Background: an optimization exercise with open tools, aiming at small area and a short achievable clock period. Do not read the settings as production practice. RTL that was checked went through simulation tests only; none was proved equivalent to the original. For runs 6 and 7, only the layout was checked, not whether the RTL still works. Power figures rest on the tool's default switching activity, not on a simulated workload.

==> flow/design.v <==
`timescale 1ns/10ps
module IOTDF( clk, rst, in_en, iot_in, fn_sel, busy, valid, iot_out);
input          clk;
input          rst;
input          in_en;
input  [7:0]   iot_in;
input  [2:0]   fn_sel;
output         busy;
output         valid;
output [127:0] iot_out;
reg  [135:0] ring;
reg  [7:0]   ib;        
reg          g;         
reg          nadd;      
reg  [2:0]   fs;        
reg  [4:0]   c;         
reg  [2:0]   p;         
reg          busy_r, valid_r;
reg          win, lose;  
reg          exc;       
reg          first;     
reg          kz;        
assign busy    = busy_r;
assign valid   = valid_r;
assign iot_out = ring[127:0];
wire proc  = (c != 5'd0) & (c != 5'd17);
wire gap   = (c == 5'd16);
wire lane0 = (c == 5'd1);
wire last  = (p == 3'd7);
wire m_max  = (fs == 3'd1) | (fs == 3'd6);
wire m_rnd  = (fs == 3'd1) | (fs == 3'd2);
wire m_peak = (fs == 3'd6) | (fs == 3'd7);
wire m_mm   = m_rnd | m_peak;
wire m_avg  = (fs == 3'd3);
wire m_flt  = (fs == 3'd4) | (fs == 3'd5);
wire better    = m_max ? gt : lt;
wire worse     = m_max ? lt : gt;
wire eq_st     = ~win & ~lose;
wire load      = m_flt | ((m_rnd | (m_peak & first)) & (p == 3'd0));
wire dwr       = proc & (load | (m_mm & (win | (eq_st & ~worse))));
wire beat      = proc & eq_st & better & ~load;
wire       fresh  = m_avg & (p == 3'd0);
wire       addon  = m_avg & proc;
wire [7:0] wold   = fresh ? 8'd0 : ring[132:125];
wire [7:0] asum   = addon ? ib : wold;
wire [7:0] nwold  = nadd ? ring[124:117] : 8'd0;
wire [7:0] ag = iot_in & nwold;
wire [7:0] ap = iot_in | nwold;
wire [8:0] ac;
assign ac[0] = 1'b0;
genvar j, k;
generate
  for (j = 1; j < 9; j = j + 1) begin : cla
    wire [j-1:0] terms;
    for (k = 0; k < j; k = k + 1) begin : tm
      if (k == j - 1) begin : last
        assign terms[k] = ag[k];
      end else begin : mid
        assign terms[k] = ag[k] & (&ap[j-1:k+1]);
      end
    end
    assign ac[j] = |terms;
  end
endgenerate
wire [8:0] nsum = {ac[8], iot_in ^ nwold ^ ac[7:0]};
wire [7:0] rb = ring[135:128];
wire [7:0] cg = ib & ~rb;      
wire [7:0] cl = ~ib & rb;
wire [7:0] ce = ~(cg | cl);
wire [7:0] gtt, ltt;
generate
  for (j = 0; j < 8; j = j + 1) begin : cmp
    if (j == 7) begin : msb
      assign gtt[j] = cg[j];
      assign ltt[j] = cl[j];
    end else begin : oth
      assign gtt[j] = cg[j] & (&ce[7:j+1]);
      assign ltt[j] = cl[j] & (&ce[7:j+1]);
    end
  end
endgenerate
wire gt = |gtt;
wire lt = |ltt;
wire [122:0] cv = {ring[119:0], ring[135:133]};
wire [122:0] cn;
wire [30:0]  pg;
wire [30:0]  q;
genvar i;
generate
  for (i = 0; i < 31; i = i + 1) begin : grp
    if (i < 30) begin : full
      assign pg[i] = &cv[4*i+3:4*i];
      assign cn[4*i+3:4*i] = cv[4*i+3:4*i] + {3'd0, g & q[i]};
    end else begin : top
      assign pg[i] = 1'b0;
      assign cn[122:120] = cv[122:120] + {2'd0, g & q[i]};
    end
    if (i == 0) begin : q0
      assign q[i] = 1'b1;
    end else begin : qi
      assign q[i] = &pg[i-1:0];
    end
  end
endgenerate
wire top_in  = fs[0] ? ((ib >= 8'hC0) | ((ib < 8'h7F) & (ib != 8'h00)))
                     : ((ib >= 8'h70) & (ib < 8'hAF));
wire top_pnd = fs[0] ? ((ib == 8'h7F) | (ib == 8'h00)) : (ib == 8'hAF);
wire nek     = kz ? (|ib) : ~(&ib);
wire v_next = m_flt ? (win | (lose & nek))
                    : (last & (m_avg | m_rnd | (m_peak & (first | exc | beat))));
always @(posedge clk) begin
    ib <= nsum[7:0];
    g  <= nsum[8];
    nadd <= ~rst & m_avg & (c != 5'd15) & ~(gap ? last : (p == 3'd0));
    fs <= fn_sel;
    ring[4:0]     <= dwr ? ib[4:0] : asum[7:3];
    ring[7:5]     <= dwr ? ib[7:5] : cn[2:0];
    ring[127:8]   <= cn[122:3];
    ring[132:128] <= ring[124:120];
    ring[135:133] <= asum[2:0];
    if (~proc) begin
        win  <= 1'b0;
        lose <= 1'b0;
    end else if (m_flt) begin
        if (lane0) begin
            win  <= top_in;
            lose <= top_pnd;
            kz   <= ~(|ib);
        end else if (lose & nek) begin
            win  <= 1'b1;
            lose <= 1'b0;
        end
    end else if (eq_st) begin
        win  <= better;
        lose <= worse;
    end
    if (rst) begin
        c       <= 5'd17;
        p       <= 3'd0;
        busy_r  <= 1'b0;
        valid_r <= 1'b0;
        first   <= 1'b1;
    end else begin
        c       <= c[4] ? 5'd0 : c + 5'd1;
        busy_r  <= (c == 5'd14);
        valid_r <= gap & v_next;
        if (gap) begin
            p <= p + 3'd1;
            if (last) first <= 1'b0;
        end
    end
    if (gap & last)
        exc <= 1'b0;
    else if (beat)
        exc <= 1'b1;
end
endmodule
==> flow/flow/run.sh <==
#!/bin/bash
# Standard ORFS layout, with plain buffers (not delay cells) on the ports and
# a tighter setup target for the repair steps. Synthesis is the standard one.
set -euo pipefail
bash standard.sh synth > synth.log 2>&1
export BUFFER_PORTS_ARGS="-buffer_cell sky130_fd_sc_hd__buf_1"
export SETUP_SLACK_MARGIN=${MARGIN:-5.3}
export DONT_USE_CELLS="sky130_fd_sc_hd__clkdlybuf4s15_1 sky130_fd_sc_hd__clkdlybuf4s15_2 sky130_fd_sc_hd__clkdlybuf4s18_1 sky130_fd_sc_hd__clkdlybuf4s18_2 sky130_fd_sc_hd__clkdlybuf4s25_1 sky130_fd_sc_hd__clkdlybuf4s25_2 sky130_fd_sc_hd__clkdlybuf4s50_1 sky130_fd_sc_hd__clkdlybuf4s50_2 sky130_fd_sc_hd__dlygate4sd1_1 sky130_fd_sc_hd__dlygate4sd2_1 sky130_fd_sc_hd__dlygate4sd3_1 sky130_fd_sc_hd__dlymetal6s2s_1 sky130_fd_sc_hd__dlymetal6s4s_1 sky130_fd_sc_hd__dlymetal6s6s_1"
export CTS_ARGS="-sink_clustering_enable -repair_clock_nets -dont_use_dummy_load -buf_list {sky130_fd_sc_hd__clkbuf_4 sky130_fd_sc_hd__clkbuf_8}"
bash standard.sh > layout.log 2>&1
==> flow/standard.sh <==
#!/bin/bash
# synth_recipe.tcl (not shown) runs the flow's synth.tcl, then flattens the netlist and writes it again
# the make line also repeats each setting of config.mk as NAME=value (left out here)
make -C /OpenROAD-flow-scripts/flow DESIGN_CONFIG=/design/flow/config.mk WORK_HOME=/design/flow/orfs CLKGATE_MAP_FILE= SYNTH_SCRIPT=/design/flow/synth_recipe.tcl "${@:-finish}"
==> flow/config.mk <==
export PLATFORM = sky130hd
export DESIGN_NAME = IOTDF
export DESIGN_NICKNAME = IOTDF
export VERILOG_FILES = /design/flow/design.v
export SDC_FILE = /design/flow/constraint.sdc
export NUM_CORES = 4
export LEC_CHECK = 0
export CAP_MARGIN = 20
export CORE_MARGIN = 2
export CORE_UTILIZATION = 65
export PLACE_DENSITY = 0.75
export SLEW_MARGIN = 20
export TNS_END_PERCENT = 0
==> flow/constraint.sdc <==
create_clock -name core_clock -period 8.0 [get_ports {clk}]
set_input_delay 1.6000 -clock core_clock [delete_from_list [all_inputs] [get_ports {clk}]]
set_output_delay 1.6000 -clock core_clock [all_outputs]
set_load 0.01 [all_outputs]
==> impl_metrics.json, run 1 <==
{
  "num-fill-cells": 918,
  "antenna_cells": 0,
  "pre_cts_slack_ns": 4.775,
  "rows": 39,
  "fmax_mhz": 372.8,
  "crit_arrival_ns": 1.08,
  "finalHoldViolations": 0,
  "finClkSkew_ns": 0.02581,
  "yosysTopAreaCell": "dfxtp_1",
  "ys_seq_area_share_pct": 42.30,
  "fin_crit_sh_pct": 33.53,
  "grt_overflow_total": 0,
  "worstPathCellList": "buf_1",
  "dp_cells": 919,
  "placedInstanceArea_um2": 7594,
  "die_h_um": 113.4,
  "track_usage_pct": 23.91,
  "peakVddDrop_v": 0.0002497,
  "coreArea_um2": 11560,
  "max_cap_viol_count": 0,
  "synth_warnings": 1,
  "finalWeightedCongestion": 0.8801,
  "ys_ff_latch": 164,
  "layout_setup_ws_ns": 5.317,
  "drive_gt1_share_pct": 5.514,
  "wl_um": 15080,
  "crit_buf_inv": 1,
  "h-tree-depth": 4,
  "relSlewSlack_pct": 44.04,
  "grt_start_max_net_pins": 17,
  "layout_min_cycle_time_ns": 2.683,
  "post-route-util_pct": 68.30,
  "setup-violations-final": 0,
  "cp-start-kind": "flop",
  "post_synth_num_cell_types": 56,
  "synthTopCellsByArea": "dfxtp_1 (42%), ha_1 (16%), buf_4 (12%)",
  "clockRootBuffer": "clkbuf_8",
  "power.leakage_nw": 3.541,
  "synthArstFlopShare_pct": 0,
  "critPathCaptureType": "primary output",
  "grt_antenna_before_repair": 0,
  "power_density_nw_per_um2": 313.0,
  "clk_pin_slew_ns": 0.08,
  "synth_nets": 875,
  "synthCells": 762,
  "die_x_um": 113.4,
  "clock-sinks": 164,
  "worst_slew_pin_slew_ns": 0.8317,
  "io_buffers": 142,
  "fin_nets": 913,
  "synth.top_cell.area_share_pct": 41.92,
  "synth_top_flop_cell": "dfxtp_1",
  "fin_area_um2": 7899,
  "dp_hpwl_um": 11470,
  "final_cell_mix": "dfxtp_1 (163), buf_1 (141), ha_1 (97)",
  "ant_nets": 0,
  "layout_commonest_cell": "dfxtp_1",
  "synth-edff-count": 1,
  "cp.required_ns": 6.40,
  "clk_latency_ns": 0.44,
  "fin_setup_tns_ns": 0,
  "cp_slowest_stage_delay_ns": 0.46,
  "dr.pass1.iters": 5,
  "critPathKind": "flop to primary output",
  "ios": 144,
  "syn2layout_area_growth_pct": 1.463,
  "start_util_pct": 67.32,
  "rsz0062_at_grt": "yes",
  "wl_per_cell_um": 16.02,
  "final_cells": 941,
  "drc": 0,
  "cts_buffers": 17,
  "fp.dieArea_um2": 12870,
  "crit_family": "flip-flops",
  "synth_area_per_cell_um2": 10.22,
  "grt_pass1_vias": 5136,
  "holdBufCountCts": 0,
  "cts_tree": "done",
  "cp_slowest_cell": "dfxtp_1",
  "maxSlewViolCount": 0,
  "hold_class": "flop to flop",
  "grt_pass1_wl_um": 24360,
  "vias": 5185,
  "status": "timing/DRC/antenna clean",
  "dr.first_iter.drc_count": 384,
  "clockBufferDepth": 2,
  "syn_area_um2": 7785,
  "path_max_fanout": 4,
  "vias_per_cell": 5.510
}
==> sequential cells by signal, indices dropped and copies added, names as in the netlist <==
name / cells
nadd: 1
busy_r: 1
valid_r: 1
g: 1
ib: 8
kz: 1
win: 1
p: 3
c: 5
fs: 3
exc: 1
first: 1
lose: 1
ring: 136
==> repair_timing <==
| item | CTS | global route |
|---|---|---|
| resized for setup | 3 | 4 |
| pin swaps | 1 | 5 |
| endpoints found under the setup margin | 23 | 49 |
| buffers inserted | 1 | 4 |
| cloned | 0 | 0 |
| hold endpoints to repair | 0 | 0 |
==> cell usage after synthesis (3+ instances only) <==
library cell	n
clkbuf_1	6
nand2_1	28
o22ai_1	4
a22o_1	4
nand3_1	41
o21ai_0	6
a21oi_1	15
nor3_1	16
xor2_1	34
nand2b_1	7
nor2b_1	6
and2_1	3
mux2_2	4
nand4_1	28
buf_4	120
and4_1	3
a22oi_1	4
xnor2_1	37
nor3b_1	3
mux2i_1	6
nor4_1	6
nor2_1	30
inv_1	48
ha_1	98
o21bai_1	4
nand4b_1	3
dfxtp_1	163
==> through the flow <==
stage	total power [mW]	hold slack (ns)
6_report	2.472	0.4181
5_1_grt	2.625	0.4328
3_5_place_dp	2.037	0.3939
2_1_floorplan	2.015	0.3933
4_1_cts	2.484	0.4200
3_3_place_gp	2.009	0.3962
==> layer usage <==
layer	GRT usage, %	vias to the layer above	share of wire, %
li1	-	2536	-
met1	29.30	2482	43
met2	40.24	147	50
met3	7.226	20	5.9
met4	8.293	0	1.7
met5	0	-	0
==> path summary, 6_finish.rpt <==
path,startpoint,to,slack [ns],cells past startpoint
hold / removal,ring[120]$_DFF_P_,ring[128]$_DFF_P_,0.42,0
hold reg to reg,ring[120]$_DFF_P_,ring[128]$_DFF_P_,0.42,0
setup / recovery,ring[75]$_DFF_P_,iot_out[75],5.32,1
setup reg to reg,ring[35]$_DFF_P_,ring[99]$_DFF_P_,5.36,9
==> final cells by class <==
type                            count  area, um2  share of cell area [%]
Sequential cell                   164       3293                   41.69
Tap cell                          143      178.9                   2.265
Inverter                           48      192.7                   2.439
Clock buffer                       17      234.0                   2.962
Multi-Input combinational cell    422       3428                   43.40
Timing Repair Buffer              147      571.8                   7.239
==> cell families (layout without fill, tap and decap cells) <==
family | after synthesis | in the layout | share of synthesized area, %
simple gates | 187 | 187 | 13.12
flops | 164 | 164 | 42.30
fa+ha+maj | 99 | 99 | 16.01
mux | 10 | 10 | 1.350
compound gates | 55 | 55 | 4.854
xor+xnor | 71 | 71 | 7.988
buf+inv | 176 | 212 | 14.38
==> worst register-to-register path: stages, from the launching register on <==
cell and delay [ns]:
dfxtp_1 0.42, nand4_1 0.22, nor3_2 0.29, nand4_1 0.24, or3_4 0.47, or2_4 0.28, nor3_4 0.18, ha_1 0.18
ha_1 0.16, xor2_1 0.14
==> power by group <==
group	switching [mW]	internal (mW)	total, mW
registers	0.304	1.10	1.40
clock network	0.253	0.188	0.441
logic	0.367	0.262	0.629
total	0.924	1.55	2.47
==> run 2, diff against run 1 <==
--- a/flow/config.mk
+++ b/flow/config.mk
@@ -5,9 +5,9 @@
 export SDC_FILE = /design/flow/constraint.sdc
 export NUM_CORES = 4
 export LEC_CHECK = 0
+export ABC_AREA = 1
 export CAP_MARGIN = 20
 export CORE_MARGIN = 2
 export CORE_UTILIZATION = 65
 export PLACE_DENSITY = 0.75
 export SLEW_MARGIN = 20
-export TNS_END_PERCENT = 0
==> run 2 against run 1 <==
Still clean. Hold slack got worse by 0.051 ns. Cell area rose by 3.6%. Maximum frequency up 1.9%. Total power fell by 7.1%. Die area increased by 3.3%. Clock-buffer cell count unchanged. Final cell count rose by 16%. Sequential power down 8%. Critical path type unchanged. Largest cell class unchanged. Highest routed layer unchanged.
==> impl_metrics.json, run 2 <==
{
  "timing.rr.end": "ring[1]$_DFF_P_",
  "vias": 5391,
  "maxSlewViolCount": 0,
  "rsz0062_at_grt": "no",
  "layout_min_cycle_time_ns": 2.633,
  "layout_setup_ws_ns": 5.367,
  "critPathCaptureType": "primary output",
  "ys_ff_latch": 164,
  "yosysTopAreaCell": "dfxtp_1",
  "holdCritStartpoint": "ring[122]$_DFF_P_",
  "clk_latency_ns": 0.44,
  "num-fill-cells": 1050,
  "relSlewSlack_pct": 66.84,
  "layout_commonest_cell": "dfxtp_1",
  "clockRootBuffer": "clkbuf_8",
  "cts_buffers": 17,
  "clock-sinks": 164,
  "cp_slowest_stage_delay_ns": 0.42,
  "synthCells": 887,
  "postCtsSetupRepairBufs": 0,
  "cp_slowest_cell": "dfxtp_1",
  "synthArstFlopShare_pct": 0,
  "synth_area_per_cell_um2": 9.080,
  "placedInstanceArea_um2": 7941,
  "synth_most_common_cell": "dfxtp_1",
  "netlist_top_cells_count": "dfxtp_1 (163), buf_4 (120), nand2_1 (101), ha_1 (98), inv_1 (92)",
  "post-route-util_pct": 67.87,
  "fp.dieArea_um2": 13300,
  "reg_top3": "ring (136), ib (8), c (5)",
  "synthTopCellsByArea": "dfxtp_1 (41%), ha_1 (15%), buf_4 (11%)",
  "dp_hpwl_um": 11300,
  "finalWeightedCongestion": 0.8854,
  "fin_nets": 1038,
  "cp-start-kind": "flop",
  "fmax_mhz": 379.8,
  "fin_crit_sh_pct": 32.91,
  "pre_cts_slack_ns": 4.813,
  "cp.required_ns": 6.40,
  "die_x_um": 115.3,
  "syn2layout_area_growth_pct": 1.647,
  "grt_pass1_wl_um": 23490,
  "crit_arrival_ns": 1.03,
  "vias_per_cell": 4.941,
  "syn_area_um2": 8054,
  "io_buffers": 142,
  "dr.pass1.iters": 4,
  "finClkSkew_ns": 0.03080,
  "reg2reg_slack_ns": 5.71,
  "track_usage_pct": 22.39,
  "rows": 40,
  "h-tree-depth": 4,
  "wl_per_cell_um": 13.10,
  "power_density_nw_per_um2": 280.4,
  "clk_pin_slew_ns": 0.08,
  "ys_seq_area_share_pct": 40.89,
  "worstSetupStartpoint": "ring[102]$_DFF_P_",
  "grt_pass1_vias": 5095,
  "worst_slew_pin_slew_ns": 0.4849,
  "hold_depth": 0,
  "drc": 0,
  "largest_register_ffs": 136,
  "die_h_um": 115.3,
  "worstPathCellList": "buf_1",
  "synth_warnings": 1,
  "grt_overflow_total": 0,
  "cts_tree": "done",
  "synth_nets": 1000,
  "crit_buf_inv": 1,
  "status": "timing/DRC/antenna clean",
  "fin_setup_tns_ns": 0,
  "finalHoldViolations": 0,
  "rr_startpoint": "ib[7]$_DFF_P_",
  "fin_area_um2": 8187,
  "dr.first_iter.drc_count": 231,
  "antenna_cells": 0,
  "synth-edff-count": 1,
  "setup-violations-final": 0,
  "post_synth_num_cell_types": 38,
  "hold_class": "flop to flop",
  "grt_start_max_net_pins": 17,
  "power.leakage_nw": 3.839,
  "ios": 144,
  "reg2regPathDepth": 16,
  "clockBufferDepth": 2,
  "peakVddDrop_v": 0.0002188,
  "largest_register": "ring",
  "coreArea_um2": 12060,
  "synth.top_cell.area_share_pct": 40.52,
  "holdBufCountCts": 0,
  "critPathKind": "flop to primary output",
  "crit_family": "flip-flops",
  "final_cell_mix": "dfxtp_1 (159), buf_1 (140), nand2_1 (100)",
  "hold_end": "ring[130]$_DFF_P_",
  "grt_antenna_before_repair": 0,
  "synth_top_flop_cell": "dfxtp_1",
  "ant_nets": 0,
  "wl_um": 14290,
  "max_cap_viol_count": 0,
  "drive_gt1_share_pct": 7.042,
  "start_util_pct": 66.77,
  "path_max_fanout": 4
}
run 2: cell types whose count changed after synthesis, moves of 6 or more:
cell | before | now
nor3_2 | 0 | 8
nand2b_1 | 7 | 0
nand2_1 | 28 | 101
o21ai_0 | 6 | 13
nor2b_1 | 6 | 0
inv_2 | 0 | 7
mux2i_1 | 6 | 0
nand4_1 | 28 | 19
nor2_1 | 30 | 46
xnor2_1 | 37 | 16
inv_1 | 48 | 92
nand3_1 | 41 | 83
xor2_1 | 34 | 50
run 2: area by class of cell:
| cell class | count | area (um2) | share of cell area, % |
|---|---|---|---|
| multi-input combinational | 499 | 3515 | 42.93 |
| sequential | 164 | 3298 | 40.29 |
| timing repair buffer | 142 | 535.5 | 6.541 |
| inverter | 101 | 394.1 | 4.814 |
| clock buffer | 17 | 234.0 | 2.858 |
| tap | 168 | 210.2 | 2.568 |
run 2: kinds of logic after synthesis:
| logic type | after synthesis | share of synthesized area (%) |
|---|---|---|
| simple gates | 294 | 17.65 |
| flops | 164 | 40.89 |
| buf+inv | 224 | 16.06 |
| xor+xnor | 66 | 7.177 |
| compound gates | 40 | 2.750 |
| fa+ha+maj | 99 | 15.47 |
run 2: layer usage:
layer | vias to the layer above | track usage [%] | part of all wire [%]
met5 | - | 0 | 0
met4 | 0 | 8.594 | 1.5
met3 | 19 | 6.431 | 6.0
met2 | 131 | 34.15 | 44
met1 | 2411 | 30.12 | 48
li1 | 2830 | - | -
run 2: how the worst max path moves through the flow:
stage,end,slack [ns],depth (start not counted)
5_1_grt,iot_out[102],5.30,1
2_1_floorplan,ib[7]$_DFF_P_,5.29,10
3_5_place_dp,ib[7]$_DFF_P_,4.81,12
3_3_place_gp,ib[7]$_DFF_P_,4.82,11
4_1_cts,iot_out[103],5.31,1
6_report,iot_out[102],5.37,1
run 2: worst register-to-register path, cell delays in order (launching register included):
cell and delay (ns):
dfxtp_1 0.41, inv_1 0.13, ha_1 0.38, nand2_2 0.14, nor2_2 0.07, nand3_1 0.08
nand2_1 0.06, nor2_1 0.20, nand3_2 0.10, nand2_1 0.08, nand2_1 0.04, nand2_1 0.06
nand2_2 0.06, nand2_4 0.11, nand2_4 0.09, nand2_1 0.07, nand2_1 0.07
run 2: stage by stage:
step | total power [mW] | std cells | hold WS (ns)
2_1_floorplan | 1.864 | 887 | 0.3933
5_1_grt | 2.454 | 1091 | 0.3843
3_3_place_gp | 1.870 | 1074 | 0.3574
4_1_cts | 2.316 | 1091 | 0.3669
6_report | 2.296 | 1091 | 0.3674
3_5_place_dp | 1.880 | 1074 | 0.3629
run 2: power breakdown:
part           total (mW)  switching (mW)  leakage [nW]  internal (mW)
registers            1.29           0.239          1.38           1.06
clock network       0.429           0.242         0.122          0.188
logic               0.571           0.354          2.34          0.217
run 2: what timing repair did:
item,4_1_cts,5_1_grt
setup endpoints to repair,3,5
cloned,0,0
resized for setup,3,4
==> run 3, diff against run 2 <==
--- a/flow/config.mk
+++ b/flow/config.mk
@@ -5,7 +5,6 @@
 export SDC_FILE = /design/flow/constraint.sdc
 export NUM_CORES = 4
 export LEC_CHECK = 0
-export ABC_AREA = 1
 export CAP_MARGIN = 20
 export CORE_MARGIN = 2
 export CORE_UTILIZATION = 65
==> run 3 against run 2 <==
Cell area fell by 2.4%. Sequential share of layout area rose by 1.2 points. Area after synthesis fell by 3.3%. Hold slack improved by 0.053 ns. Critical endpoint is now iot_out[18]. Non-clock buffer count rose by 10. Synthesized cell count fell by 14%. Largest power group unchanged.
==> impl_metrics.json, run 3 <==
{
  "status": "timing/DRC/antenna clean",
  "fin_crit_sh_pct": 33.04,
  "clk_pin_slew_ns": 0.08,
  "power_density_nw_per_um2": 311.8,
  "fin_hold_ws_ns": 0.4200,
  "antenna_cells": 0,
  "post_synth_num_cell_types": 56,
  "swShare_pct": 37.25,
  "critPathKind": "flop to primary output",
  "fin_total_pwr_mw": 2.491,
  "coreArea_um2": 11560,
  "cp_slowest_cell": "dfxtp_1",
  "syn_area_um2": 7785,
  "holdBufCountCts": 0,
  "reg2regPathDepth": 9,
  "cp.required_ns": 6.40,
  "die_h_um": 113.4,
  "crit_buf_inv": 1,
  "wl_per_cell_um": 16.06,
  "fin_setup_tns_ns": 0,
  "hold_depth": 0,
  "worstPathCellList": "buf_1",
  "holdCritStartpoint": "ring[120]$_DFF_P_",
  "path_depth": 1,
  "die_x_um": 113.4,
  "reg_top3": "ring (136), ib (8), c (5)",
  "synth_area_per_cell_um2": 10.22,
  "power.leakage_nw": 3.592,
  "fin_nets": 918,
  "pwr-share-clk_pct": 17.7,
  "rows": 39,
  "dr.pass1.iters": 4,
  "worstSetupStartpoint": "ring[18]$_DFF_P_",
  "largest_register": "ring",
  "cp-start-kind": "flop",
  "finClkSkew_ns": 0.02602,
  "drive_gt1_share_pct": 9.465,
  "relSlewSlack_pct": 42.98,
  "synth_most_common_cell": "dfxtp_1",
  "grt_pass1_vias": 5137,
  "clk_latency_ns": 0.44,
  "drc": 0,
  "layout_min_cycle_time_ns": 2.643,
  "synth_nets": 875,
  "reg2reg_slack_ns": 5.42,
  "ys_seq_area_share_pct": 42.30,
  "finalHoldViolations": 0,
  "vias_per_cell": 5.490,
  "setup-violations-final": 0,
  "synthTopCellsByArea": "dfxtp_1 (42%), ha_1 (16%), buf_4 (12%)",
  "grt_start_max_net_pins": 17,
  "layout_commonest_cell": "dfxtp_1",
  "h-tree-depth": 4,
  "worst_slew_pin_slew_ns": 0.8474,
  "pwr-share-seq_pct": 56.7,
  "finalWeightedCongestion": 0.8801,
  "vias": 5194,
  "largest_register_ffs": 136,
  "track_usage_pct": 24.02,
  "synth.top_cell.area_share_pct": 41.92,
  "final_cells": 946,
  "clockRootBuffer": "clkbuf_8",
  "ys_ff_latch": 164,
  "ios": 144,
  "grt_pass1_wl_um": 24430,
  "synth_warnings": 1,
  "maxSlewViolCount": 0,
  "fp.dieArea_um2": 12870,
  "max_cap_viol_count": 0,
  "fmax_mhz": 378.3,
  "grt_overflow_total": 0,
  "layout_setup_ws_ns": 5.357,
  "netlist_top_cells_count": "dfxtp_1 (163), buf_4 (120), ha_1 (98), inv_1 (48), nand3_1 (41)",
  "clockBufferDepth": 2,
  "syn2layout_area_growth_pct": 2.620,
  "power.internal_mw": 1.563,
  "start_util_pct": 67.32,
  "clock-sinks": 164,
  "switching_power_mw": 0.9279,
  "cp_slowest_stage_delay_ns": 0.42,
  "path_max_fanout": 4,
  "hold_class": "flop to flop",
  "rsz0062_at_grt": "yes",
  "yosysTopAreaCell": "dfxtp_1",
  "crit_arrival_ns": 1.04,
  "synthCells": 762,
  "ant_nets": 0,
  "rr_startpoint": "ring[5]$_DFF_P_",
  "critPathCaptureType": "primary output",
  "dr.first_iter.drc_count": 352,
  "peakVddDrop_v": 0.0002501,
  "final_cell_mix": "dfxtp_1 (144), buf_1 (136), ha_1 (96)",
  "wl_um": 15190,
  "synth_top_flop_cell": "dfxtp_1",
  "crit_family": "flip-flops",
  "dp_cells": 919,
  "cts_buffers": 17,
  "synthArstFlopShare_pct": 0,
  "synth-edff-count": 1,
  "io_buffers": 142,
  "dp_hpwl_um": 11470,
  "grt_antenna_before_repair": 0,
  "cts_tree": "done",
  "pre_cts_slack_ns": 4.775,
  "power_frac_comb_pct": 25.6
}
[run 3: cell types whose count changed after synthesis, sizes merged, moves of 5 or more]
cell / previous run / this run
mux2i: 0 / 6
nor2: 51 / 30
o21ai: 18 / 6
nand2: 107 / 29
nand2b: 0 / 7
clkbuf: 1 / 6
nand4: 19 / 29
xnor2: 16 / 37
nand3: 85 / 41
nor3: 23 / 17
xor2: 50 / 34
nor2b: 0 / 6
inv: 99 / 48
[run 3: repair_timing]
| action | 4_1_cts | 5_1_grt |
|---|---|---|
| buffers inserted | 2 | 8 |
| gates resized for setup | 5 | 30 |
| pin swaps | 2 | 11 |
| endpoints found under the setup margin | 23 | 48 |
[run 3: logic make-up after synthesis]
family                     after synthesis  synth area share [%]
and+or+nand+nor                        187                 13.12
buffers and inverters                  176                 14.38
DFF                                    164                 42.30
adders and majority gates               99                 16.01
xor gates and xnor gates                71                 7.988
AOI/OAI and AO/OA                       55                 4.854
muxes                                   10                 1.350
[run 3: final cells by class]
cell class,count,area (um2)
fill,915,3576
sequential,164,3317
tap,143,178.9
multi-input combinational,422,3451
inverter,48,192.7
timing repair buffer,152,615.6
clock buffer,17,234.0
[run 3: power groups by stage]
stage | logic, mW | registers (mW) | clock network (mW)
floorplan | 0.690 | 1.32 | 0
detailed placement | 0.626 | 1.41 | 0
global route | 0.707 | 1.45 | 0.484
global placement | 0.613 | 1.40 | 0
finish | 0.638 | 1.41 | 0.441
CTS | 0.635 | 1.40 | 0.453
[run 3: worst paths after layout]
path,endpoint
setup / recovery,iot_out[18]
hold / removal,ring[128]$_DFF_P_
hold reg to reg,ring[128]$_DFF_P_
setup reg to reg,ring[99]$_DFF_P_
[run 3: metrics by stage]
stage	cell area [um2]	util (%)
floorplan	7821	-
global placement	7594	65.66
detailed placement	7594	65.66
CTS	7856	67.93
global route	7989	69.08
finish	7989	69.08
[run 3: layer usage]
metal | vias up | share of wire (%) | GRT usage (%)
li1 | 2550 | - | -
met1 | 2493 | 42 | 29.30
met2 | 131 | 50 | 40.68
met3 | 20 | 5.4 | 7.279
met4 | 0 | 1.7 | 8.049
met5 | - | 0 | 0
==> run 4, diff against run 3 <==
--- a/flow/flow/run.sh
+++ b/flow/flow/run.sh
@@ -4,7 +4,7 @@
 set -euo pipefail
 bash standard.sh synth > synth.log 2>&1
 export BUFFER_PORTS_ARGS="-buffer_cell sky130_fd_sc_hd__buf_1"
-export SETUP_SLACK_MARGIN=${MARGIN:-5.3}
+export SETUP_SLACK_MARGIN=${MARGIN:-5.45}
 export DONT_USE_CELLS="sky130_fd_sc_hd__clkdlybuf4s15_1 sky130_fd_sc_hd__clkdlybuf4s15_2 sky130_fd_sc_hd__clkdlybuf4s18_1 sky130_fd_sc_hd__clkdlybuf4s18_2 sky130_fd_sc_hd__clkdlybuf4s25_1 sky130_fd_sc_hd__clkdlybuf4s25_2 sky130_fd_sc_hd__clkdlybuf4s50_1 sky130_fd_sc_hd__clkdlybuf4s50_2 sky130_fd_sc_hd__dlygate4sd1_1 sky130_fd_sc_hd__dlygate4sd2_1 sky130_fd_sc_hd__dlygate4sd3_1 sky130_fd_sc_hd__dlymetal6s2s_1 sky130_fd_sc_hd__dlymetal6s4s_1 sky130_fd_sc_hd__dlymetal6s6s_1"
 export CTS_ARGS="-sink_clustering_enable -repair_clock_nets -dont_use_dummy_load -buf_list {sky130_fd_sc_hd__clkbuf_4 sky130_fd_sc_hd__clkbuf_8}"
 bash standard.sh > layout.log 2>&1
--- a/flow/config.mk
+++ b/flow/config.mk
@@ -10,3 +10,4 @@
 export CORE_UTILIZATION = 65
 export PLACE_DENSITY = 0.75
 export SLEW_MARGIN = 20
+export TNS_END_PERCENT = 0
==> run 4 against run 3 <==
Register-to-register slack barely moved. Utilization up 1.7 points. Cell area increased by 2.4%. Clock-buffer cell count did not move. Non-clock buffer count increased by 1. Critical endpoint is now iot_out[22]. Largest cell class unchanged.
==> impl_metrics.json, run 4 <==
{
  "worstSetupStartpoint": "ring[22]$_DFF_P_",
  "setup-violations-final": 0,
  "critPathKind": "flop to primary output",
  "post-route-util_pct": 70.77,
  "pre_cts_slack_ns": 4.775,
  "rr_startpoint": "ib[6]$_DFF_P_",
  "grt_pass1_wl_um": 25020,
  "grt_antenna_before_repair": 0,
  "syn_area_um2": 7785,
  "dr.first_iter.drc_count": 380,
  "drive_gt1_share_pct": 27.74,
  "dp_hpwl_um": 11470,
  "reg_top3": "ring (136), ib (8), c (5)",
  "relSlewSlack_pct": 40.32,
  "finalWeightedCongestion": 0.8801,
  "track_usage_pct": 24.60,
  "clk_pin_slew_ns": 0.08,
  "synth_warnings": 1,
  "synth_top_flop_cell": "dfxtp_1",
  "rows": 39,
  "vias_per_cell": 5.502,
  "critPathCaptureType": "primary output",
  "status": "timing/DRC/antenna clean",
  "synth_most_common_cell": "dfxtp_1",
  "path_depth": 1,
  "h-tree-depth": 4,
  "netlist_top_cells_count": "dfxtp_1 (163), buf_4 (120), ha_1 (98), inv_1 (48), nand3_1 (41)",
  "ant_nets": 0,
  "fin_crit_sh_pct": 32.65,
  "cp.required_ns": 6.40,
  "peakVddDrop_v": 0.0002393,
  "dr.pass1.iters": 5,
  "wl_um": 15380,
  "syn2layout_area_growth_pct": 5.127,
  "power.leakage_nw": 3.898,
  "layout_commonest_cell": "buf_2",
  "max_cap_viol_count": 0,
  "synth.top_cell.area_share_pct": 41.92,
  "clockBufferDepth": 2,
  "fin_total_pwr_mw": 2.571,
  "ys_ff_latch": 164,
  "fin_setup_tns_ns": 0,
  "path_max_fanout": 4,
  "timing.rr.end": "ring[0]$_DFF_P_",
  "final_cell_mix": "buf_2 (101), ha_1 (96), dfxtp_1 (93)",
  "ys_seq_area_share_pct": 42.30,
  "cp_slowest_stage_delay_ns": 0.41,
  "vias": 5210,
  "finalHoldViolations": 0,
  "reg2reg_slack_ns": 5.42,
  "grt_pass1_vias": 5225,
  "die_x_um": 113.4,
  "synth_nets": 875,
  "fp.dieArea_um2": 12870,
  "crit_family": "flip-flops",
  "worstSetupEndpoint": "iot_out[22]",
  "holdCritStartpoint": "ring[120]$_DFF_P_",
  "synthArstFlopShare_pct": 0,
  "die_h_um": 113.4,
  "largest_register_ffs": 136,
  "worstPathCellList": "buf_2",
  "clockRootBuffer": "clkbuf_8",
  "synth-edff-count": 1,
  "post_synth_num_cell_types": 56,
  "hold_class": "flop to flop",
  "reg2regPathDepth": 7,
  "synthTopCellsByArea": "dfxtp_1 (42%), ha_1 (16%), buf_4 (12%)",
  "synth_area_per_cell_um2": 10.22,
  "synthCells": 762,
  "start_util_pct": 67.32,
  "cp-start-kind": "flop",
  "clk_latency_ns": 0.45,
  "grt_start_max_net_pins": 17,
  "fmax_mhz": 382.9,
  "ios": 144,
  "cp_slowest_cell": "dfxtp_1",
  "clock-sinks": 164,
  "yosysTopAreaCell": "dfxtp_1",
  "worst_slew_pin_slew_ns": 0.8870,
  "fin_nets": 919,
  "maxSlewViolCount": 0,
  "layout_min_cycle_time_ns": 2.612,
  "power_density_nw_per_um2": 314.1,
  "io_buffers": 142,
  "drc": 0,
  "rsz0062_at_grt": "yes",
  "cts_buffers": 17,
  "layout_setup_ws_ns": 5.388,
  "antenna_cells": 0,
  "crit_buf_inv": 1,
  "cts_tree": "done",
  "finClkSkew_ns": 0.02871,
  "crit_arrival_ns": 1.01,
  "wl_per_cell_um": 16.24,
  "coreArea_um2": 11560,
  "grt_overflow_total": 0,
  "largest_register": "ring"
}
## run 4: logic make-up (layout without fill, tap and decap cells)
family / after synthesis / count (layout) / share of synthesized area [%]
AO/OA/AOI/OAI: 55 / 55 / 4.854
XOR/XNOR: 71 / 71 / 7.988
adder cells (fa/ha/maj): 99 / 99 / 16.01
buffers and inverters: 176 / 218 / 14.38
flip-flops: 164 / 164 / 42.30
multiplexers: 10 / 10 / 1.350
AND/OR/NAND/NOR: 187 / 187 / 13.12
## run 4: final cells by class
class,instances,area [um2]
timing repair buffer,153,745.7
fill,875,3381
inverter,48,192.7
multi-input combinational,422,3445
tap,143,178.9
sequential,164,3388
clock buffer,17,234.0
## run 4: through the flow
| stage | hold slack [ns] | cells | area, um2 |
|---|---|---|---|
| 2_1_floorplan | 0.3933 | 762 | 7821 |
| 3_3_place_gp | 0.3962 | 919 | 7594 |
| 3_5_place_dp | 0.3939 | 919 | 7594 |
| 4_1_cts | 0.4043 | 939 | 8109 |
| 5_1_grt | 0.4115 | 947 | 8184 |
| 6_report | 0.4031 | 947 | 8184 |
## run 4: what timing repair did
action | CTS | global route
setup endpoints to repair | 166 | 171
hold buffers | 0 | 0
pin swaps | 4 | 7
setup buffers | 3 | 8
resized for setup | 182 | 3
## run 4: layer usage
layer | GRT usage (%) | vias to the layer above | share of wire (%)
li1 | - | 2552 | -
met1 | 29.52 | 2489 | 42
met2 | 42.24 | 144 | 50
met3 | 7.173 | 25 | 5.4
met4 | 8.699 | 0 | 2.1
met5 | 0 | - | 0
## run 4: worst min path at each step
stage / to / slack, ns / depth (start not counted)
global placement: ring[132]$_DFF_P_ / 0.40 / 0
global route: ring[128]$_DFF_P_ / 0.41 / 0
CTS: ring[128]$_DFF_P_ / 0.40 / 0
finish: ring[128]$_DFF_P_ / 0.40 / 0
floorplan: ring[128]$_DFF_P_ / 0.39 / 0
detailed placement: ring[128]$_DFF_P_ / 0.39 / 0
## run 4: report_power, final
part           internal [mW]  switching (mW)  total [mW]
Sequential              1.13           0.300        1.43
Clock                  0.188           0.255       0.443
Combinational          0.324           0.371       0.696
Total                   1.64           0.927        2.57
## run 4: worst reg2reg max path, stage by stage, from the launching register on
cell and delay (ns):
dfxtp_1 0.51, inv_1 0.10, ha_1 0.34, a21oi_1 0.14
nor2_1 0.06, nor4_1 0.76, a21oi_4 0.23, mux2_2 0.34
==> run 5, diff against run 4 <==
--- a/flow/flow/run.sh
+++ b/flow/flow/run.sh
@@ -4,7 +4,7 @@
 set -euo pipefail
 bash standard.sh synth > synth.log 2>&1
 export BUFFER_PORTS_ARGS="-buffer_cell sky130_fd_sc_hd__buf_1"
-export SETUP_SLACK_MARGIN=${MARGIN:-5.45}
+export SETUP_SLACK_MARGIN=${MARGIN:-5.3}
 export DONT_USE_CELLS="sky130_fd_sc_hd__clkdlybuf4s15_1 sky130_fd_sc_hd__clkdlybuf4s15_2 sky130_fd_sc_hd__clkdlybuf4s18_1 sky130_fd_sc_hd__clkdlybuf4s18_2 sky130_fd_sc_hd__clkdlybuf4s25_1 sky130_fd_sc_hd__clkdlybuf4s25_2 sky130_fd_sc_hd__clkdlybuf4s50_1 sky130_fd_sc_hd__clkdlybuf4s50_2 sky130_fd_sc_hd__dlygate4sd1_1 sky130_fd_sc_hd__dlygate4sd2_1 sky130_fd_sc_hd__dlygate4sd3_1 sky130_fd_sc_hd__dlymetal6s2s_1 sky130_fd_sc_hd__dlymetal6s4s_1 sky130_fd_sc_hd__dlymetal6s6s_1"
 export CTS_ARGS="-sink_clustering_enable -repair_clock_nets -dont_use_dummy_load -buf_list {sky130_fd_sc_hd__clkbuf_4 sky130_fd_sc_hd__clkbuf_8}"
 bash standard.sh > layout.log 2>&1
--- a/flow/config.mk
+++ b/flow/config.mk
@@ -7,7 +7,6 @@
 export LEC_CHECK = 0
 export CAP_MARGIN = 20
 export CORE_MARGIN = 2
-export CORE_UTILIZATION = 65
-export PLACE_DENSITY = 0.75
+export CORE_UTILIZATION = 50
+export PLACE_DENSITY = 0.65
 export SLEW_MARGIN = 20
-export TNS_END_PERCENT = 0
==> run 5 against run 4 <==
Routed wire length is 1.6% lower. Setup slack worse by 0.027 ns. Global-route usage is 5.7 points lower. Critical path type unchanged. Via count is 1.5% lower. Hold slack worse by 0.015 ns. Critical path depth stayed put. Non-clock buffer count stayed put. Clock power is 2% lower. Total power is 3.2% lower. Sequential share of layout area is 0.26 points lower.
==> impl_metrics.json, run 5 <==
{
  "worst_slew_pin_slew_ns": 0.6385,
  "pre_cts_slack_ns": 4.735,
  "synth_warnings": 1,
  "post_synth_num_cell_types": 56,
  "syn_area_um2": 7785,
  "grt_pass1_vias": 5218,
  "wl_um": 15140,
  "fin_nets": 919,
  "clk_latency_ns": 0.45,
  "dp_hpwl_um": 11600,
  "worstPathCellList": "buf_1",
  "grt_start_max_net_pins": 17,
  "hold_depth": 0,
  "reg_top3": "ring (136), ib (8), c (5)",
  "track_usage_pct": 18.91,
  "fmax_mhz": 378.9,
  "power.leakage_nw": 3.613,
  "clk_pin_slew_ns": 0.08,
  "fin_area_um2": 8060,
  "dr.first_iter.drc_count": 191,
  "die_x_um": 128.8,
  "finalWeightedCongestion": 0.8687,
  "finalHoldViolations": 0,
  "start_util_pct": 51.21,
  "rr_startpoint": "ring[8]$_DFF_P_",
  "cp_slowest_stage_delay_ns": 0.40,
  "finClkSkew_ns": 0.02396,
  "yosysTopAreaCell": "dfxtp_1",
  "ys_ff_latch": 164,
  "cp.required_ns": 6.40,
  "synth.top_cell.area_share_pct": 41.92,
  "largest_register_ffs": 136,
  "holdCritStartpoint": "ring[122]$_DFF_P_",
  "largest_register": "ring",
  "status": "timing/DRC/antenna clean",
  "synth_most_common_cell": "dfxtp_1",
  "ys_seq_area_share_pct": 42.30,
  "crit_buf_inv": 1,
  "fin_crit_sh_pct": 32.99,
  "cp-start-kind": "flop",
  "final_cell_mix": "dfxtp_1 (145), buf_1 (134), ha_1 (97)",
  "grt_antenna_before_repair": 0,
  "ant_nets": 0,
  "synth_top_flop_cell": "dfxtp_1",
  "die_h_um": 128.8,
  "worstSetupStartpoint": "ring[59]$_DFF_P_",
  "rows": 45,
  "synthTopCellsByArea": "dfxtp_1 (42%), ha_1 (16%), buf_4 (12%)",
  "path_max_fanout": 4,
  "rsz0062_at_grt": "yes",
  "netlist_top_cells_count": "dfxtp_1 (163), buf_4 (120), ha_1 (98), inv_1 (48), nand3_1 (41)",
  "vias": 5132,
  "synth_area_per_cell_um2": 10.22,
  "hold_end": "ring[130]$_DFF_P_",
  "dr.pass1.iters": 4,
  "h-tree-depth": 4,
  "vias_per_cell": 5.173,
  "placedInstanceArea_um2": 7650,
  "reg2regPathDepth": 9,
  "crit_family": "flip-flops",
  "crit_arrival_ns": 1.04,
  "critPathKind": "flop to primary output",
  "io_buffers": 142,
  "coreArea_um2": 15200,
  "critPathCaptureType": "primary output",
  "relSlewSlack_pct": 57.34,
  "clockBufferDepth": 2,
  "clockRootBuffer": "clkbuf_8",
  "fin_setup_tns_ns": 0,
  "fin_hold_ws_ns": 0.3881,
  "synth_nets": 875,
  "drive_gt1_share_pct": 9.701,
  "power_density_nw_per_um2": 308.6,
  "cp_slowest_cell": "dfxtp_1",
  "clock-sinks": 164,
  "hold_class": "flop to flop",
  "holdBufCountCts": 0,
  "setup-violations-final": 0,
  "syn2layout_area_growth_pct": 3.536,
  "layout_setup_ws_ns": 5.361,
  "timing.rr.end": "ring[99]$_DFF_P_",
  "fp.dieArea_um2": 16580,
  "layout_commonest_cell": "dfxtp_1",
  "peakVddDrop_v": 0.0001980,
  "maxSlewViolCount": 0,
  "dp_cells": 964,
  "antenna_cells": 0,
  "num-fill-cells": 1387,
  "synthArstFlopShare_pct": 0,
  "drc": 0,
  "synthCells": 762,
  "synth-edff-count": 1,
  "fin_total_pwr_mw": 2.488,
  "ios": 144,
  "wl_per_cell_um": 15.26,
  "post-route-util_pct": 53.02,
  "layout_min_cycle_time_ns": 2.639,
  "cts_buffers": 17,
  "cts_tree": "done",
  "max_cap_viol_count": 0,
  "grt_overflow_total": 0,
  "final_cells": 992,
  "grt_pass1_wl_um": 24620,
  "reg2reg_slack_ns": 5.43
}
==> run 5: cell counts after synthesis <==
Identical to the previous run, type by type.
==> run 5: layout make-up <==
cell class                      instances  area [um2]  area share, %
Tap cell                              188       235.2          2.918
Multi-Input combinational cell        422        3457          42.89
Sequential cell                       164        3316          41.14
Clock buffer                           17       234.0          2.903
Timing Repair Buffer                  153       625.6          7.762
Inverter                               48       192.7          2.391
==> run 5: cell families (layout without fill, tap and decap cells) <==
| family | Yosys count | in the layout | share of synthesized area (%) |
|---|---|---|---|
| flip-flops | 164 | 164 | 42.30 |
| buffers and inverters | 176 | 218 | 14.38 |
| XOR/XNOR | 71 | 71 | 7.988 |
| multiplexers | 10 | 10 | 1.350 |
| AND/OR/NAND/NOR | 187 | 187 | 13.12 |
| adder cells (fa/ha/maj) | 99 | 99 | 16.01 |
| AO/OA/AOI/OAI | 55 | 55 | 4.854 |
==> run 5: worst max path at each step <==
stage	endpoint	slack, ns	depth (start not counted)
2_1_floorplan	ib[7]$_DFF_P_	5.29	8
3_3_place_gp	ib[7]$_DFF_P_	4.78	9
4_1_cts	iot_out[74]	5.30	1
3_5_place_dp	ib[7]$_DFF_P_	4.74	9
5_1_grt	ring[99]$_DFF_P_	5.28	9
6_report	iot_out[59]	5.36	1
==> run 5: power breakdown <==
part	switching (mW)	internal, mW
clock network	0.247	0.187
registers	0.307	1.11
logic	0.366	0.273
==> run 5: per-layer routing <==
layer	GRT usage [%]	vias to the layer above	wire length (um)
met5	0	-	0
met4	8.184	0	318
met3	6.320	29	929
met2	31.78	143	7431
met1	22.05	2410	6456
li1	-	2550	-
==> run 5: worst register-to-register path: cells and delay by family, from the launching register on <==
family                     cells  cell delay (ns)
adders and majority gates      2             0.35
and+or+nand+nor                6             1.63
DFF                            1             0.38
xor gates and xnor gates       1             0.13
==> run 5: what timing repair did <==
item                                    CTS  global route
gates resized for setup                   5            31
buffers inserted                          4             7
pin swaps                                 3             6
endpoints found under the hold margin     0             0
endpoints found under the setup margin   31            56
==> run 6, diff against run 5 <==
--- a/flow/design.v
+++ b/flow/design.v
@@ -64,23 +64,8 @@
 endgenerate
 wire [8:0] nsum = {ac[8], iot_in ^ nwold ^ ac[7:0]};
 wire [7:0] rb = ring[135:128];
-wire [7:0] cg = ib & ~rb;      
-wire [7:0] cl = ~ib & rb;
-wire [7:0] ce = ~(cg | cl);
-wire [7:0] gtt, ltt;
-generate
-  for (j = 0; j < 8; j = j + 1) begin : cmp
-    if (j == 7) begin : msb
-      assign gtt[j] = cg[j];
-      assign ltt[j] = cl[j];
-    end else begin : oth
-      assign gtt[j] = cg[j] & (&ce[7:j+1]);
-      assign ltt[j] = cl[j] & (&ce[7:j+1]);
-    end
-  end
-endgenerate
-wire gt = |gtt;
-wire lt = |ltt;
+wire gt = ib > rb;
+wire lt = ib < rb;
 wire [122:0] cv = {ring[119:0], ring[135:133]};
 wire [122:0] cn;
 wire [30:0]  pg;
--- a/flow/flow/run.sh
+++ b/flow/flow/run.sh
@@ -4,7 +4,7 @@
 set -euo pipefail
 bash standard.sh synth > synth.log 2>&1
 export BUFFER_PORTS_ARGS="-buffer_cell sky130_fd_sc_hd__buf_1"
-export SETUP_SLACK_MARGIN=${MARGIN:-5.3}
+export SETUP_SLACK_MARGIN=${MARGIN:-5.35}
 export DONT_USE_CELLS="sky130_fd_sc_hd__clkdlybuf4s15_1 sky130_fd_sc_hd__clkdlybuf4s15_2 sky130_fd_sc_hd__clkdlybuf4s18_1 sky130_fd_sc_hd__clkdlybuf4s18_2 sky130_fd_sc_hd__clkdlybuf4s25_1 sky130_fd_sc_hd__clkdlybuf4s25_2 sky130_fd_sc_hd__clkdlybuf4s50_1 sky130_fd_sc_hd__clkdlybuf4s50_2 sky130_fd_sc_hd__dlygate4sd1_1 sky130_fd_sc_hd__dlygate4sd2_1 sky130_fd_sc_hd__dlygate4sd3_1 sky130_fd_sc_hd__dlymetal6s2s_1 sky130_fd_sc_hd__dlymetal6s4s_1 sky130_fd_sc_hd__dlymetal6s6s_1"
 export CTS_ARGS="-sink_clustering_enable -repair_clock_nets -dont_use_dummy_load -buf_list {sky130_fd_sc_hd__clkbuf_4 sky130_fd_sc_hd__clkbuf_8}"
 bash standard.sh > layout.log 2>&1
--- a/flow/config.mk
+++ b/flow/config.mk
@@ -7,6 +7,6 @@
 export LEC_CHECK = 0
 export CAP_MARGIN = 20
 export CORE_MARGIN = 2
-export CORE_UTILIZATION = 50
-export PLACE_DENSITY = 0.65
+export CORE_UTILIZATION = 65
+export PLACE_DENSITY = 0.75
 export SLEW_MARGIN = 20
==> run 6 against run 5 <==
Flip-flop and latch count unchanged. Sequential share of layout area rose by 0.45 points. Final cell count down 5.5%. Die area shrank 23%. Routed wire length shrank 5.1%. Non-clock buffer count increased by 5. First-iteration DRC count up 72%. Highest routed layer unchanged.
==> impl_metrics.json, run 6 <==
{
  "antenna_cells": 0,
  "num-fill-cells": 868,
  "final_cell_mix": "buf_1 (109), dfxtp_1 (103), ha_1 (84)",
  "track_usage_pct": 22.79,
  "vias": 5027,
  "synth.top_cell.area_share_pct": 42.46,
  "drive_gt1_share_pct": 22.04,
  "clk_pin_slew_ns": 0.08,
  "die_h_um": 112.7,
  "pre_cts_slack_ns": 4.706,
  "cp_slowest_cell": "dfxtp_1",
  "fin_nets": 903,
  "critPathKind": "flop to primary output",
  "clk_latency_ns": 0.44,
  "vias_per_cell": 5.365,
  "power_density_nw_per_um2": 279.4,
  "clockRootBuffer": "clkbuf_8",
  "hold_class": "flop to flop",
  "relSlewSlack_pct": 61.28,
  "peakVddDrop_v": 0.0001998,
  "grt_pass1_vias": 4844,
  "syn2layout_area_growth_pct": 5.405,
  "dr.pass1.iters": 5,
  "dp_hpwl_um": 10560,
  "crit_arrival_ns": 1.02,
  "grt_pass1_wl_um": 23260,
  "cp_slowest_stage_delay_ns": 0.41,
  "synth-edff-count": 1,
  "layout_commonest_cell": "buf_1",
  "regArea_um2": 3368,
  "yosysTopAreaCell": "dfxtp_1",
  "hold_depth": 0,
  "multi_input_area_um2": 3448,
  "status": "timing/DRC/antenna clean",
  "worstSetupStartpoint": "ring[118]$_DFF_P_",
  "dr.first_iter.drc_count": 329,
  "ys_seq_area_share_pct": 42.85,
  "reg2regPathDepth": 10,
  "synth_top_flop_cell": "dfxtp_1",
  "worstSetupEndpoint": "iot_out[118]",
  "synth_nets": 854,
  "setup-violations-final": 0,
  "final_cells": 937,
  "ys_ff_latch": 164,
  "h-tree-depth": 4,
  "io_buffers": 142,
  "synth_warnings": 1,
  "largest_register_ffs": 136,
  "rsz0062_at_grt": "yes",
  "reg_top3": "ring (136), ib (8), c (5)",
  "critPathCaptureType": "primary output",
  "fp.dieArea_um2": 12710,
  "wl_um": 14360,
  "dp_cells": 904,
  "grt_start_max_net_pins": 17,
  "synthTopCellsByArea": "dfxtp_1 (42%), ha_1 (15%), buf_4 (12%)",
  "path_depth": 1,
  "post-route-util_pct": 70.64,
  "power.leakage_nw": 3.721,
  "finalWeightedCongestion": 0.8614,
  "cp.required_ns": 6.40,
  "wl_per_cell_um": 15.32,
  "ios": 144,
  "clockBufferDepth": 2,
  "synth_most_common_cell": "dfxtp_1",
  "layout_min_cycle_time_ns": 2.622,
  "synth_area_per_cell_um2": 10.29,
  "rr_startpoint": "ring[28]$_DFF_P_",
  "synthCells": 747,
  "clock-sinks": 164,
  "max_cap_viol_count": 0,
  "cts_tree": "done",
  "fin_crit_sh_pct": 32.77,
  "timing.rr.end": "ring[124]$_DFF_P_",
  "worstPathCellList": "buf_1",
  "fin_total_pwr_mw": 2.263,
  "maxSlewViolCount": 0,
  "worst_slew_pin_slew_ns": 0.5735,
  "post_synth_num_cell_types": 54,
  "crit_buf_inv": 1,
  "holdBufCountCts": 0,
  "path_max_fanout": 3,
  "crit_family": "flip-flops",
  "grt_antenna_before_repair": 0,
  "fin_setup_tns_ns": 0,
  "netlist_top_cells_count": "dfxtp_1 (163), buf_4 (120), ha_1 (92), nand3_1 (50), inv_1 (41)",
  "ant_nets": 0,
  "synthArstFlopShare_pct": 0,
  "grt_overflow_total": 0,
  "syn_area_um2": 7685,
  "rows": 39,
  "coreArea_um2": 11470,
  "cp-start-kind": "flop",
  "start_util_pct": 67.02,
  "holdCritStartpoint": "ring[124]$_DFF_P_",
  "fmax_mhz": 381.4,
  "cts_buffers": 17,
  "reg2reg_slack_ns": 5.39,
  "drc": 0,
  "largest_register": "ring",
  "layout_setup_ws_ns": 5.378,
  "finClkSkew_ns": 0.01998,
  "die_x_um": 112.7,
  "finalHoldViolations": 0
}
## run 6: cell count changes after synthesis, sizes merged, moves of 6 or more
cell | before | now
nand3 | 41 | 51
nor2 | 30 | 20
and3 | 1 | 10
inv | 48 | 41
ha | 98 | 92
nand2 | 29 | 35
## run 6: how the worst min path moves through the flow
stage	to	slack (ns)
after CTS	ring[132]$_DFF_P_	0.38
after detailed placement	ring[132]$_DFF_P_	0.37
final	ring[132]$_DFF_P_	0.38
after floorplan	ring[128]$_DFF_P_	0.39
after global placement	ring[132]$_DFF_P_	0.37
after global routing	ring[132]$_DFF_P_	0.39
## run 6: what timing repair did
item,4_1_cts,5_1_grt
gates resized for setup,27,91
buffers inserted,9,7
pin swaps,14,15
endpoints found under the setup margin,36,100
## run 6: area by class of cell
type	instances	share of cell area, %
repair buffers	158	8.650
inverters	41	2.101
multi-input cells	414	42.57
clock buffers	17	2.888
well taps	143	2.209
flip-flops and latches	164	41.58
## run 6: per-layer routing
metal  share of wire [%]  vias up  global-route usage [%]
li1                    -     2511                       -
met1                  44     2361                   29.56
met2                  48      138                   36.65
met3                 6.2       17                   6.695
met4                 1.2        0                   7.724
met5                   0        -                       0
## run 6: metrics by stage
step / hold slack (ns) / area [um2]
4_1_cts: 0.3818 / 7873
2_1_floorplan: 0.3933 / 7741
3_3_place_gp: 0.3663 / 7513
5_1_grt: 0.3862 / 8100
3_5_place_dp: 0.3705 / 7513
6_report: 0.3755 / 8100
## run 6: where the power goes
group	internal [mW]	switching (mW)	total [mW]
clock network	0.187	0.245	0.433
registers	1.06	0.230	1.29
logic	0.238	0.301	0.538
total	1.49	0.776	2.26
## run 6: cell families (layout without fill, tap and decap cells)
group / Yosys count / after routing / share of synthesized area, %
buffers and inverters: 169 / 216 / 14.23
adders and majority gates: 93 / 93 / 15.24
and+or+nand+nor: 188 / 188 / 13.90
DFF: 164 / 164 / 42.85
AOI/OAI and AO/OA: 52 / 52 / 4.250
xor gates and xnor gates: 70 / 70 / 7.978
muxes: 11 / 11 / 1.547
==> run 7, diff against run 6 <==
--- a/flow/flow/run.sh
+++ b/flow/flow/run.sh
@@ -4,7 +4,7 @@
 set -euo pipefail
 bash standard.sh synth > synth.log 2>&1
 export BUFFER_PORTS_ARGS="-buffer_cell sky130_fd_sc_hd__buf_1"
-export SETUP_SLACK_MARGIN=${MARGIN:-5.35}
+export SETUP_SLACK_MARGIN=${MARGIN:-5.3}
 export DONT_USE_CELLS="sky130_fd_sc_hd__clkdlybuf4s15_1 sky130_fd_sc_hd__clkdlybuf4s15_2 sky130_fd_sc_hd__clkdlybuf4s18_1 sky130_fd_sc_hd__clkdlybuf4s18_2 sky130_fd_sc_hd__clkdlybuf4s25_1 sky130_fd_sc_hd__clkdlybuf4s25_2 sky130_fd_sc_hd__clkdlybuf4s50_1 sky130_fd_sc_hd__clkdlybuf4s50_2 sky130_fd_sc_hd__dlygate4sd1_1 sky130_fd_sc_hd__dlygate4sd2_1 sky130_fd_sc_hd__dlygate4sd3_1 sky130_fd_sc_hd__dlymetal6s2s_1 sky130_fd_sc_hd__dlymetal6s4s_1 sky130_fd_sc_hd__dlymetal6s6s_1"
 export CTS_ARGS="-sink_clustering_enable -repair_clock_nets -dont_use_dummy_load -buf_list {sky130_fd_sc_hd__clkbuf_4 sky130_fd_sc_hd__clkbuf_8}"
 bash standard.sh > layout.log 2>&1
==> run 7 against run 6 <==
Clock power hardly changed. Clock skew up 0.0040 ns. Utilization fell by 1.4 points. Area after synthesis did not move. Maximum frequency shrank 1.8%. Combinational power shrank 5.2%. Still clean. Sequential power about the same. Synthesized cell count unchanged. Sequential share of layout area rose by 0.22 points. First-iteration DRC count up 4.3%. Global-route usage is 0.31 points lower. Critical endpoint is now iot_out[106].
==> impl_metrics.json, run 7 <==
{
  "vias_per_cell": 5.363,
  "fin_hold_ws_ns": 0.3773,
  "ys_seq_area_share_pct": 42.85,
  "layout_commonest_cell": "dfxtp_1",
  "finalHoldViolations": 0,
  "crit_family": "flip-flops",
  "ant_nets": 0,
  "hold_depth": 0,
  "yosysTopAreaCell": "dfxtp_1",
  "clockRootBuffer": "clkbuf_8",
  "die_x_um": 112.7,
  "drive_gt1_share_pct": 11.96,
  "synth-edff-count": 1,
  "start_util_pct": 67.02,
  "setup-violations-final": 0,
  "synthTopCellsByArea": "dfxtp_1 (42%), ha_1 (15%), buf_4 (12%)",
  "clock-sinks": 164,
  "cp.required_ns": 6.40,
  "drc": 0,
  "die_h_um": 112.7,
  "synth_most_common_cell": "dfxtp_1",
  "fin_crit_sh_pct": 33.37,
  "grt_overflow_total": 0,
  "reg_top3": "ring (136), ib (8), c (5)",
  "antenna_cells": 0,
  "h-tree-depth": 4,
  "worstPathCellList": "buf_1",
  "peakVddDrop_v": 0.0001993,
  "synth_nets": 854,
  "post_synth_num_cell_types": 54,
  "dr.first_iter.drc_count": 343,
  "reg2regPathDepth": 10,
  "path_max_fanout": 4,
  "layout_min_cycle_time_ns": 2.669,
  "worstSetupStartpoint": "ring[106]$_DFF_P_",
  "grt_pass1_wl_um": 22980,
  "pre_cts_slack_ns": 4.706,
  "wl_um": 14050,
  "crit_buf_inv": 1,
  "dp_hpwl_um": 10560,
  "clockBufferDepth": 2,
  "synth_area_per_cell_um2": 10.29,
  "clk_pin_slew_ns": 0.07,
  "crit_arrival_ns": 1.07,
  "syn_area_um2": 7685,
  "synthCells": 747,
  "synth.top_cell.area_share_pct": 42.46,
  "relSlewSlack_pct": 61.47,
  "status": "timing/DRC/antenna clean",
  "wl_per_cell_um": 15.12,
  "dr.pass1.iters": 4,
  "fin_setup_tns_ns": 0,
  "ios": 144,
  "dp_cells": 904,
  "cts_buffers": 17,
  "cts_tree": "done",
  "fmax_mhz": 374.6,
  "layout_setup_ws_ns": 5.331,
  "clk_latency_ns": 0.45,
  "hold_class": "flop to flop",
  "synth_top_flop_cell": "dfxtp_1",
  "fin_total_pwr_mw": 2.224,
  "ys_ff_latch": 164,
  "fp.dieArea_um2": 12710,
  "syn2layout_area_growth_pct": 3.321,
  "finClkSkew_ns": 0.02394,
  "power.leakage_nw": 3.604,
  "cp_slowest_stage_delay_ns": 0.45,
  "coreArea_um2": 11470,
  "rows": 39,
  "finalWeightedCongestion": 0.8614,
  "num-fill-cells": 901,
  "largest_register_ffs": 136,
  "grt_start_max_net_pins": 17,
  "final_cells": 929,
  "maxSlewViolCount": 0,
  "max_cap_viol_count": 0,
  "critPathKind": "flop to primary output",
  "track_usage_pct": 22.48,
  "synthArstFlopShare_pct": 0,
  "worst_slew_pin_slew_ns": 0.5707,
  "vias": 4982,
  "cp-start-kind": "flop",
  "netlist_top_cells_count": "dfxtp_1 (163), buf_4 (120), ha_1 (92), nand3_1 (50), inv_1 (41)",
  "fin_nets": 895,
  "holdCritStartpoint": "ring[124]$_DFF_P_",
  "final_cell_mix": "dfxtp_1 (144), buf_1 (138), ha_1 (86)",
  "path_depth": 1,
  "reg2reg_slack_ns": 5.36,
  "grt_pass1_vias": 4819,
  "power_density_nw_per_um2": 280.1,
  "critPathCaptureType": "primary output",
  "cp_slowest_cell": "dfxtp_1",
  "rr_startpoint": "ring[7]$_DFF_P_",
  "synth_warnings": 1,
  "io_buffers": 142,
  "rsz0062_at_grt": "yes",
  "holdBufCountCts": 0,
  "largest_register": "ring",
  "grt_antenna_before_repair": 0
}
run 7: cell counts after synthesis:
No cell type changed its count.
run 7: path summary, 6_finish.rpt:
| kind | end |
|---|---|
| worst max-delay path | iot_out[106] |
| worst min register to register | ring[132]$_DFF_P_ |
| worst min-delay path | ring[132]$_DFF_P_ |
| worst max register to register | ring[124]$_DFF_P_ |
run 7: what timing repair did:
item | 4_1_cts | 5_1_grt
cloned | 0 | 0
endpoints found under the setup margin | 25 | 37
pin swaps | 7 | 16
setup buffers | 4 | 4
resized for setup | 11 | 34
run 7: worst register-to-register path: stages (launching register included):
cell and delay (ns):
dfxtp_4 0.36, nand4_1 0.14, nor4_4 0.38, nand4_4 0.23, nor4_4 0.35, nand3_2 0.12
or2_4 0.31, nor3_2 0.12, ha_2 0.24, nand3_2 0.11, xnor2_2 0.16
run 7: cells by family (layout without fill, tap and decap cells):
kind of cell,Yosys count,in the layout,share of synthesized area [%]
compound gates,52,52,4.250
xor+xnor,70,70,7.978
fa+ha+maj,93,93,15.24
buf+inv,169,208,14.23
flops,164,164,42.85
mux,11,11,1.547
simple gates,188,188,13.90
run 7: metrics by stage:
| step | util (%) | cell area (um2) |
|---|---|---|
| after floorplan | - | 7741 |
| after global placement | 65.52 | 7513 |
| after detailed placement | 65.52 | 7513 |
| after CTS | 68.05 | 7804 |
| after global routing | 69.24 | 7940 |
| final | 69.24 | 7940 |
run 7: where the power goes:
part	internal, mW	total (mW)	switching (mW)
Clock	0.187	0.433	0.246
Combinational	0.216	0.510	0.294
Sequential	1.05	1.28	0.233
Total	1.45	2.22	0.773
run 7: area by class of cell:
cell class	count	area, um2	area share [%]
multi-input combinational	414	3437	43.29
sequential	164	3319	41.81
timing repair buffer	150	600.6	7.564
clock buffer	17	234.0	2.947
tap	143	178.9	2.253
inverter	41	170.2	2.143
run 7: metal layers:
metal / part of all wire (%) / global-route usage [%] / wire, um / up-vias
met3: 6.3 / 6.695 / 884 / 13
met5: 0 / 0 / 0 / -
met1: 44 / 29.12 / 6198 / 2345
met2: 48 / 36.09 / 6803 / 129
met4: 1.1 / 7.724 / 161 / 0
li1: - / - / - / 2495

what the ideal ports hide:
No port has a modelled driver above. Below, the same layouts with a new extraction and two added sets of constraints. Step 1 (the two cells are an assumption about what drives the block):
set clk [get_ports {clk}]
set_driving_cell -lib_cell sky130_fd_sc_hd__clkbuf_16 $clk
set_driving_cell -lib_cell sky130_fd_sc_hd__buf_2 [delete_from_list [all_inputs] $clk]
Step 2 times the ports against the registers' clock, not the clock port: input delays grow and output delays shrink by t, the midpoint of the rising clock arrivals with the driver on. a / b / c = ideal ports / drivers / drivers and shift; a / b = the first two.
run	t, ns	slack for setup (ns)	worst hold slack (ns)	worst setup path at the end	worst register clock-pin slew, ns
run 1	0.461	5.317 / 5.284 / 4.855	0.418 / 0.418 / 0.418	input to register	0.08 / 0.08
run 2	0.462	5.367 / 5.334 / 5.008	0.367 / 0.367 / 0.367	input to register	0.09 / 0.09
run 3	0.463	5.357 / 5.322 / 4.896	0.420 / 0.420 / 0.420	input to register	0.08 / 0.08
run 4	0.467	5.388 / 5.354 / 4.920	0.403 / 0.403 / 0.403	input to register	0.09 / 0.09
run 5	0.469	5.361 / 5.325 / 4.928	0.388 / 0.388 / 0.388	input to register	0.08 / 0.08
run 6	0.466	5.378 / 5.344 / 4.959	0.375 / 0.375 / 0.375	input to register	0.08 / 0.08
run 7	0.469	5.331 / 5.297 / 4.911	0.377 / 0.377 / 0.377	input to register	0.08 / 0.08
After both steps every run listed still meets setup and hold. The setup slack of run 4, which loses most, moves by -0.034 ns with the drivers and by -0.468 ns with both steps.
